This design comes from an exercise in tuning for small area and a short achievable clock period on the open sky130 flow, not from production work. Power is estimated from default activity; no workload was simulated.

Setup of run 1:
==> flow/design.v <==
module predec3n (
    input  logic [2:0] a,
    input  logic [2:0] a_n,
    input  logic       en_a,
    input  logic [7:0] qd,
    output logic [7:0] yn
);
    genvar j;
    generate
        for (j = 0; j < 8; j++) begin : g_j
            g_a41oi u (.a(en_a),
                       .b(j[2] ? a[2] : a_n[2]),
                       .c(j[1] ? a[1] : a_n[1]),
                       .d(j[0] ? a[0] : a_n[0]),
                       .e(qd[j]), .y(yn[j]));
        end
    endgenerate
endmodule
module rdbit (
    input  logic [63:0] d,
    input  logic [63:0] rsel,
    input  logic        wbit,
    input  logic        wsel_d,
    output logic        y
);
    logic [21:0] p;
    logic [5:0]  s;
    logic [2:0]  t;
    genvar k;
    generate
        for (k = 0; k < 21; k++) begin : g_p
            g_aoi222 u (.a0(d[3*k]),   .b0(rsel[3*k]),
                        .a1(d[3*k+1]), .b1(rsel[3*k+1]),
                        .a2(d[3*k+2]), .b2(rsel[3*k+2]), .y(p[k]));
        end
    endgenerate
    g_aoi22 u_p21 (.a0(d[63]), .b0(rsel[63]), .a1(wbit), .b1(wsel_d), .y(p[21]));
    g_nand4 u_s0 (.a(p[0]),  .b(p[1]),  .c(p[2]),  .d(p[3]),  .y(s[0]));
    g_nand4 u_s1 (.a(p[4]),  .b(p[5]),  .c(p[6]),  .d(p[7]),  .y(s[1]));
    g_nand4 u_s2 (.a(p[8]),  .b(p[9]),  .c(p[10]), .d(p[11]), .y(s[2]));
    g_nand4 u_s3 (.a(p[12]), .b(p[13]), .c(p[14]), .d(p[15]), .y(s[3]));
    g_nand3 u_s4 (.a(p[16]), .b(p[17]), .c(p[18]), .y(s[4]));
    g_nand3 u_s5 (.a(p[19]), .b(p[20]), .c(p[21]), .y(s[5]));
    g_nor2  u_t0 (.a(s[0]), .b(s[1]), .y(t[0]));
    g_nor2  u_t1 (.a(s[2]), .b(s[3]), .y(t[1]));
    g_nor2  u_t2 (.a(s[4]), .b(s[5]), .y(t[2]));
    g_nand3 u_y  (.a(t[0]), .b(t[1]), .c(t[2]), .y(y));
endmodule
module g_inv   (input logic a, output logic y);                   assign y = !a;                          endmodule
module g_or2   (input logic a, b, output logic y);                assign y = a || b;                      endmodule
module g_nor2  (input logic a, b, output logic y);                assign y = !(a || b);                   endmodule
module g_nor3  (input logic a, b, c, output logic y);             assign y = !(a || b || c);              endmodule
module g_nand3 (input logic a, b, c, output logic y);             assign y = !(a && b && c);              endmodule
module g_nand4 (input logic a, b, c, d, output logic y);          assign y = !(a && b && c && d);         endmodule
module g_xnor2 (input logic a, b, output logic y);                assign y = !(a ^ b);                    endmodule
module g_aoi22 (input logic a0, b0, a1, b1, output logic y);      assign y = !((a0 && b0) || (a1 && b1)); endmodule
module g_aoi222 (input logic a0, b0, a1, b1, a2, b2, output logic y);
    assign y = !((a0 && b0) || (a1 && b1) || (a2 && b2));
endmodule
module g_a41oi (input logic a, b, c, d, e, output logic y);       assign y = !((a && b && c && d) || e);  endmodule
module g_and2  (input logic a, b, output logic y);                assign y = a && b;                      endmodule
module g_a21o  (input logic a, b, c, output logic y);             assign y = (a && b) || c;               endmodule
module g_a31o  (input logic a, b, c, d, output logic y);          assign y = (a && b && c) || d;          endmodule
module g_a32o  (input logic a, b, c, d, e, output logic y);       assign y = (a && b && c) || (d && e);   endmodule
module bist_top #(
    parameter size   = 6,   
    parameter length = 8    
)(
    input  logic               start,
    input  logic               rst,
    input  logic               clk,
    input  logic               csin,
    input  logic               rwbarin,
    input  logic               opr,
    input  logic [size-1:0]    address,
    input  logic [length-1:0]  datain,
    output logic [length-1:0]  dataout,
    output logic               fail
);
    function automatic logic [7:0] pat(input logic [2:0] s);
        case (s)
            3'd0: pat = 8'hAA;
            3'd1: pat = 8'h55;
            3'd2: pat = 8'hF0;
            3'd3: pat = 8'h0F;
            3'd4: pat = 8'h00;
            3'd5: pat = 8'hFF;
            3'd6: pat = 8'hCC;
            default: pat = 8'h33;
        endcase
    endfunction
    logic       test;
    logic [9:0] q;
    logic       cout;
    logic       test_nx;
    logic [9:0] q_nx;
    logic       cout_nx;
    assign test_nx = test ? !cout : start;
    assign {cout_nx, q_nx} = test ? {1'b0, q} + 11'd1 : 11'd0;
    always_ff @(posedge clk or posedge rst) begin
        if (rst)
            test <= 1'b0;
        else
            test <= test_nx;
    end
    always_ff @(posedge clk) begin
        {cout, q} <= {cout_nx, q_nx};
    end
    logic [7:0] ptn;
    assign ptn = pat(q[2:0]);
    logic              cs, we;
    logic [length-1:0] wdata;
    assign cs    = test | csin;
    assign we    = test ? !q[6] : (csin && !rwbarin);
    assign wdata = test ? ptn : datain;
    logic       ntest, en_rd, en_wr;
    logic [5:0] address_n;
    logic [7:0] qd_rrow, qd_wrow, qd_col, rrow_n, wrow_n, col_n;
    assign ntest = !test;
    assign en_rd = ntest && rwbarin;
    assign en_wr = ntest && csin && !rwbarin;
    always_comb
        for (int j = 0; j < 8; j++) begin
            qd_rrow[j] = test &&  q[6] && (q[5:3] == j);
            qd_wrow[j] = test && !q[6] && (q[5:3] == j);
            qd_col[j]  = test && (q[2:0] == j);
        end
    genvar ga;
    generate
        for (ga = 0; ga < size; ga++) begin : g_ainv
            g_inv u (.a(address[ga]), .y(address_n[ga]));
        end
    endgenerate
    predec3n u_prrow (.a(address[5:3]), .a_n(address_n[5:3]), .en_a(en_rd), .qd(qd_rrow), .yn(rrow_n));
    predec3n u_pwrow (.a(address[5:3]), .a_n(address_n[5:3]), .en_a(en_wr), .qd(qd_wrow), .yn(wrow_n));
    predec3n u_pcol  (.a(address[2:0]), .a_n(address_n[2:0]), .en_a(ntest), .qd(qd_col),  .yn(col_n));
    genvar gw;
    logic [63:0] rsel, wsel;
    generate
        for (gw = 0; gw < 64; gw++) begin : g_sel
            g_nor2 u_r (.a(rrow_n[gw/8]), .b(col_n[gw%8]), .y(rsel[gw]));
            g_nor2 u_w (.a(wrow_n[gw/8]), .b(col_n[gw%8]), .y(wsel[gw]));
        end
    endgenerate
    logic [length-1:0] ram [0:63];
    always_ff @(posedge clk) begin
        for (int w = 0; w < 64; w++)
            if (wsel[w])
                ram[w] <= wdata;
    end
    logic [length-1:0] rd;
    genvar gb, gx;
    generate
        for (gb = 0; gb < length; gb++) begin : g_rd
            logic [63:0] col;
            for (gx = 0; gx < 64; gx++) begin : g_w
                assign col[gx] = ram[gx][gb];
            end
            rdbit u_rd (.d(col), .rsel(rsel), .wbit(wdata[gb]), .wsel_d(we), .y(rd[gb]));
        end
    endgenerate
    logic [length-1:0] rdata;
    always_ff @(posedge clk) begin
        if (cs)
            rdata <= rd;
    end
    logic [7:0] ptn_nx, mism_n;
    logic       chk_n, fa_lo_d, fa_hi_d;
    assign ptn_nx = pat(q_nx[2:0]);
    assign chk_n  = !(test && !cout && q_nx[6]);
    generate
        for (gb = 0; gb < length; gb++) begin : g_cmp
            g_xnor2 u (.a(rd[gb]), .b(ptn_nx[gb]), .y(mism_n[gb]));
        end
    endgenerate
    g_a41oi u_falo (.a(mism_n[0]), .b(mism_n[1]), .c(mism_n[2]), .d(mism_n[3]), .e(chk_n), .y(fa_lo_d));
    g_a41oi u_fahi (.a(mism_n[4]), .b(mism_n[5]), .c(mism_n[6]), .d(mism_n[7]), .e(chk_n), .y(fa_hi_d));
    logic rd_t, fa_lo, fa_hi, fb;
    always_ff @(posedge clk or posedge rst) begin
        if (rst) begin
            rd_t  <= 1'b0;
            fa_lo <= 1'b0;
            fa_hi <= 1'b0;
            fb    <= 1'b0;
        end else begin
            rd_t  <= test_nx && q_nx[6];
            fa_lo <= fa_lo_d;
            fa_hi <= fa_hi_d;
            fb    <= test_nx && !q_nx[6] && (q_nx[2:0] != 3'd4);
        end
    end
    logic idle_rd;
    g_and2 u_ird (.a(csin), .b(rwbarin), .y(idle_rd));
    genvar go;
    generate
        for (go = 0; go < length; go++) begin : g_out
            logic idle_d, test_d;
            assign idle_d = rdata[go] && ntest;
            assign test_d = rdata[go] && rd_t;
            g_a21o u (.a(idle_rd), .b(idle_d), .c(test_d), .y(dataout[go]));
        end
    endgenerate
    logic fa;
    assign fa = fa_lo || fa_hi;
    g_a32o u_fail (.a(opr), .b(rwbarin), .c(fb), .d(opr), .e(fa), .y(fail));
endmodule
clock: 6.0 ns
lec_check: 0
cap_margin: 20
core_margin: 2
core_utilization: 60
cts_buf_list: sky130_fd_sc_hd__clkbuf_8
cts_cluster_diameter: 80
cts_cluster_size: 14
setup_slack_margin: 3.5
slew_margin: 20
synth_hierarchical: 1
run.sh (not shown) runs the stock make flow with config.mk's settings and CLKGATE_MAP_FILE= SYNTH_SCRIPT=/design/flow/synth_recipe.tcl, a recipe that flattens the netlist after the stock synthesis.
No stage failed in run 1, and the final checks on the layout all came back clean.
[inputs] run 2 vs run 1
- SETUP_SLACK_MARGIN changed from 3.5 to 3.0
==> flow/flow/run.sh (new file) <==
#!/bin/bash
# Layout flow: the standard synthesis and layout (standard.sh), with all
# signal ports constrained to one edge of the die (io.tcl) and the port
# buffers made from buf_4 cells. Each step's full output goes to its own log.
set -euo pipefail
work=$(pwd)
bash standard.sh synth > "$work/synth.log" 2>&1
bash standard.sh \
    IO_CONSTRAINTS="$work/flow/io.tcl" \
    "BUFFER_PORTS_ARGS=-buffer_cell sky130_fd_sc_hd__buf_4" \
    finish > "$work/layout.log" 2>&1
==> flow/flow/io.tcl (new file) <==
# All ports on the right edge of the die, kept together.
set_io_pin_constraint -group -region right:* -pin_names {
    clk rst start csin rwbarin opr
    address[0] address[1] address[2] address[3] address[4] address[5]
    datain[0] datain[1] datain[2] datain[3] datain[4] datain[5] datain[6] datain[7]
    dataout[0] dataout[1] dataout[2] dataout[3] dataout[4] dataout[5] dataout[6] dataout[7]
    fail
}
==> flow/standard.sh (new file) <==
#!/bin/bash
# synth_recipe.tcl (not shown) runs the flow's synth.tcl, then flattens the netlist and writes it again
# the make line also repeats each setting of config.mk as NAME=value (left out here)
make -C /OpenROAD-flow-scripts/flow DESIGN_CONFIG=/design/flow/config.mk WORK_HOME=/design/flow/orfs CLKGATE_MAP_FILE= SYNTH_SCRIPT=/design/flow/synth_recipe.tcl "${@:-finish}"
removed: flow/run.sh
Results
- Run 2 ended with less cell area than run 1.
- The total number of multi-input combinational cells was comparable across run 1 and run 2.
- Minimum period implied by the final worst setup slack improves in run 2 relative to run 1.
- The maximum clock frequency of run 2 exceeds that of run 1 by 0.83%.
- Setup slack: run 2 more than run 1
- | number of tap cells added at floorplan | run 2 vs run 1 | ≈ equal |
- Compared with run 1, run 2 shows a lower total length of routed met3 wires.
- Re growth of design area from synthesis to finish: run 1 and run 2 aren't equal, and the lower value belongs to run 2.
- Run 2 reports a lower power in combinational cells than run 1 does.
#### Input delta (run 3 over run 2)
==> flow/run.sh (new file) <==
#!/bin/bash
# synth_recipe.tcl (not shown) runs the flow's synth.tcl, then flattens the netlist and writes it again
# the make line also repeats each setting of config.mk as NAME=value (left out here)
make -C /OpenROAD-flow-scripts/flow DESIGN_CONFIG=/design/flow/config.mk WORK_HOME=/design/flow/orfs CLKGATE_MAP_FILE= SYNTH_SCRIPT=/design/flow/synth_recipe.tcl finish
removed: flow/flow/run.sh
removed: flow/flow/io.tcl
removed: flow/standard.sh
## What came out
- In terms of internal power contribution, run 2 and run 3 differ only marginally.
- Cmp run 2 and run 3 / number of global-route vias before repair / higher: run 3
- Looking at total detailed-routing wirelength, run 3 sits about 5.4% above run 2.
- Compared with run 2, run 3 shows clock latency reported for the late side of the worst-skew pair lower by 0.04 ns.
- Looking at smallest setup slack after layout, run 3 sits 0.012 ns below run 2.
No functional check of the RTL was part of any run of this note.

[re-timing with driven ports]
No port has a modelled driver above. Below, the same layouts with a new extraction and two added sets of constraints.
Step 1 (the two cells are an assumption about what drives the block):
set clk [get_ports {clk}]
set_driving_cell -lib_cell sky130_fd_sc_hd__clkbuf_16 $clk
set_driving_cell -lib_cell sky130_fd_sc_hd__buf_2 [delete_from_list [all_inputs] $clk]
Step 2 moves the port delays by t, midway between the first and last clock arrival at a register: inputs arrive t later, outputs are due t later. That takes back most of the time a late clock gives input paths.
Three values: no drivers, after step 1, after step 2; two values: the first two.
| run | t, ns | setup slack, ns | worst setup path after step 2 | worst data-port slew with drivers (ns) |
|---|---|---|---|---|
| run 1 | 0.681 | 2.749 / 2.719 / 2.050 | input to register | 0.12 |
| run 2 | 0.672 | 2.775 / 2.760 / 2.088 | input to register | 0.07 |
| run 3 | 0.653 | 2.764 / 2.730 / 2.077 | input to register | 0.09 |
After both steps every run listed still meets setup and hold. The setup slack of run 1, which loses most, moves by -0.030 ns with the drivers and by -0.699 ns with both steps.
